Background: an optimization exercise with open tools, aiming at small area. Do not read the settings as production practice. In this exercise RTL edits were held to simulation tests only and were not proved equivalent to the original. Power figures rest on the tool's default switching activity, not on a simulated workload.

== the reference run ==
==> flow/design.v <==
module rf_ao22 (input a1, a2, b1, b2, output y);
    assign y = (a1 & a2) | (b1 & b2);
endmodule
module rf_aoi222 (input a1, a2, b1, b2, c1, c2, output y);
    assign y = ~((a1 & a2) | (b1 & b2) | (c1 & c2));
endmodule
module rf_and3 (input a, b, c, output y);
    assign y = a & b & c;
endmodule
module rf_last (input a, b, c, d1, d2, e1, e2, output y);
    assign y = ~(a & b & c & ~((d1 & d2) | (e1 & e2)));
endmodule
module rf_nor2 (input a, b, output y);
    assign y = ~(a | b);
endmodule
module rf_nand2 (input a, b, output y);
    assign y = ~(a & b);
endmodule
module REG_32 (
    input clk,
    input rst,
    input read_en,
    input write_en,
    input [3:0] addr,
    input [31:0] write_data,
    output reg [31:0] read_data
);
    reg  [511:0] mem;
    wire [511:0] mem_nxt;
    wire        wr   = write_en & ~read_en & ~rst;
    wire        rd   = read_en & ~rst;
    wire        hold = ~read_en & ~rst;
    wire [3:0] lo   = 4'd1 << addr[1:0];
    wire [3:0] hi   = 4'd1 << addr[3:2];
    wire [3:0] lo_n = ~lo;
    wire [3:0] hw   = hi & {4{wr}};
    wire [3:0] hw_n = ~hw;
    wire [3:0] hr_n = ~(hi & {4{rd}});
    wire [15:0] we [0:1];
    wire [15:0] we_n [0:1];
    wire [15:0] sel [0:1];
    genvar r, b, g, h;
    generate
        for (h = 0; h < 2; h = h + 1) begin : half
            for (r = 0; r < 16; r = r + 1) begin : dec
                rf_nor2  u_we   (.a(lo_n[r % 4]), .b(hw_n[r / 4]), .y(we[h][r]));
                rf_nand2 u_we_n (.a(lo[r % 4]),   .b(hw[r / 4]),   .y(we_n[h][r]));
                rf_nor2  u_sel  (.a(lo_n[r % 4]), .b(hr_n[r / 4]), .y(sel[h][r]));
            end
        end
    endgenerate
    wire [31:0] nxt;
    generate
        for (r = 0; r < 16; r = r + 1) begin : row
            for (b = 0; b < 32; b = b + 1) begin : col
                rf_ao22 u_cell (
                    .a1(we[b/16][r]),   .a2(write_data[b]),
                    .b1(we_n[b/16][r]), .b2(mem[32*r + b]),
                    .y(mem_nxt[32*r + b])
                );
            end
        end
        for (b = 0; b < 32; b = b + 1) begin : rd_mux
            wire [4:0] n;
            wire       t;
            for (g = 0; g < 5; g = g + 1) begin : grp
                rf_aoi222 u (
                    .a1(sel[b/16][3*g]),     .a2(mem[32*(3*g) + b]),
                    .b1(sel[b/16][3*g + 1]), .b2(mem[32*(3*g + 1) + b]),
                    .c1(sel[b/16][3*g + 2]), .c2(mem[32*(3*g + 2) + b]),
                    .y(n[g])
                );
            end
            rf_and3 u_and (.a(n[0]), .b(n[1]), .c(n[2]), .y(t));
            rf_last u_last (
                .a(n[3]), .b(n[4]), .c(t),
                .d1(sel[b/16][15]), .d2(mem[32*15 + b]),
                .e1(hold),    .e2(read_data[b]),
                .y(nxt[b])
            );
        end
    endgenerate
    always @(posedge clk) begin
        mem       <= mem_nxt;
        read_data <= nxt;
    end
endmodule
clock: 4.0 ns
lec_check: 0
cap_margin: 20
core_margin: 2
core_utilization: 80
slew_margin: 20
synth_hierarchical: 1
standard.sh (not shown) runs the stock make flow with config.mk's settings and CLKGATE_MAP_FILE= SYNTH_SCRIPT=/design/flow/synth_recipe.tcl, a recipe that flattens the netlist after the stock synthesis.
==> flow/flow/run.sh <==
#!/bin/bash
# Standard layout, with two changes to how it is made:
#  - each port gets a buf_1 as its port buffer (buffer_ports picks a
#    clkdlybuf4s50_1 otherwise);
#  - clock tree: clkbuf_4 sink clusters, no dummy loads.
set -euo pipefail
export BUFFER_PORTS_ARGS="-buffer_cell sky130_fd_sc_hd__buf_1"
export CTS_ARGS="-sink_clustering_enable -repair_clock_nets -dont_use_dummy_load -buf_list sky130_fd_sc_hd__clkbuf_4 -sink_clustering_size 10 -sink_clustering_max_diameter 40"
bash standard.sh > standard_flow.log 2>&1
Modified inputs, the trial run compared to the reference run
==> flow/design.v <==
module rf_ao22 (input a1, a2, b1, b2, output y);
    assign y = (a1 & a2) | (b1 & b2);
endmodule
module rf_aoi222 (input a1, a2, b1, b2, c1, c2, output y);
    assign y = ~((a1 & a2) | (b1 & b2) | (c1 & c2));
endmodule
module rf_and3 (input a, b, c, output y);
    assign y = a & b & c;
endmodule
module rf_last (input a, b, c, d1, d2, e1, e2, output y);
    assign y = ~(a & b & c & ~((d1 & d2) | (e1 & e2)));
endmodule
module REG_32 (
    input clk,
    input rst,
    input read_en,
    input write_en,
    input [3:0] addr,
    input [31:0] write_data,
    output reg [31:0] read_data
);
    reg  [511:0] mem;
    wire [511:0] mem_nxt;
    wire [15:0] dec  = 16'd1 << addr;
    wire        wr   = write_en & ~read_en & ~rst;
    wire        rd   = read_en & ~rst;
    wire [15:0] we   = dec & {16{wr}};
    wire [15:0] we_n = ~we;
    wire [15:0] sel  = dec & {16{rd}};
    wire        hold = ~read_en & ~rst;
    wire [31:0] nxt;
    genvar r, b, g;
    generate
        for (r = 0; r < 16; r = r + 1) begin : row
            for (b = 0; b < 32; b = b + 1) begin : col
                rf_ao22 u_cell (
                    .a1(we[r]),   .a2(write_data[b]),
                    .b1(we_n[r]), .b2(mem[32*r + b]),
                    .y(mem_nxt[32*r + b])
                );
            end
        end
        for (b = 0; b < 32; b = b + 1) begin : rd_mux
            wire [4:0] n;
            wire       t;
            for (g = 0; g < 5; g = g + 1) begin : grp
                rf_aoi222 u (
                    .a1(sel[3*g]),     .a2(mem[32*(3*g) + b]),
                    .b1(sel[3*g + 1]), .b2(mem[32*(3*g + 1) + b]),
                    .c1(sel[3*g + 2]), .c2(mem[32*(3*g + 2) + b]),
                    .y(n[g])
                );
            end
            rf_and3 u_and (.a(n[0]), .b(n[1]), .c(n[2]), .y(t));
            rf_last u_last (
                .a(n[3]), .b(n[4]), .c(t),
                .d1(sel[15]), .d2(mem[32*15 + b]),
                .e1(hold),    .e2(read_data[b]),
                .y(nxt[b])
            );
        end
    endgenerate
    always @(posedge clk) begin
        mem       <= mem_nxt;
        read_data <= nxt;
    end
endmodule
Findings:
Lower total number of cells along the worst setup path was reported by the trial run, not the reference run.
Area after synthesis on the trial run is down relative to the reference run.
The trial run: global routing usage on met3 is 0.98 points higher than what the reference run reported.
Looking at cell with the largest stage delay on the worst path, the nor2_1 result is from the reference run; the nor2_2 one comes from the trial run.
On multi-input combinational cell count: the trial run sits below the reference run.
Compared to the reference run, the trial run shows a narrower setup margin.
Highest-utilization routing layer at the global route stage = met2: the trial run; highest-utilization routing layer at the global route stage = met1: the reference run
Per the comparison of the trial run with the reference run, proportion of synthesized chip area in sequential cells +0.25 points; initial core utilization up 1.4 points.
The multi-input gate share of the layout cell area in the trial run sits 0.26 points below the value recorded for the reference run.
Changes observed in the trial run relative to the reference run: final layout net count down 2.9%, design area up 0.38%, clock network fraction of total power up 0.2 points.

what the ideal ports hide:
Ports are ideal in the flow. The routed layouts listed here were re-timed in OpenROAD. Step 1 (the two cells are an assumption about what drives the block):
set clk [get_ports {clk}]
set_driving_cell -lib_cell sky130_fd_sc_hd__clkbuf_16 $clk
set_driving_cell -lib_cell sky130_fd_sc_hd__buf_2 [delete_from_list [all_inputs] $clk]
Step 2 adds t to the input delays and takes it off the output delays; t is the mean of the earliest and latest rising clock arrival at the registers after step 1. Input paths then give back, and output paths get back, about the clock's delay inside the block. a / b / c = ideal / step 1 / step 2; a / b = the first two.
| run | t, ns | setup WS [ns] | hold WS [ns] | clock arrival spread, ns |
|---|---|---|---|---|
| the reference run | 0.795 | 1.293 / 1.313 / 0.518 | 0.482 / 0.482 / 0.482 | 0.036 / 0.036 |
| the trial run | 0.800 | 1.126 / 1.151 / 0.351 | 0.473 / 0.473 / 0.473 | 0.072 / 0.072 |
After both steps setup and hold are still met in every run listed.
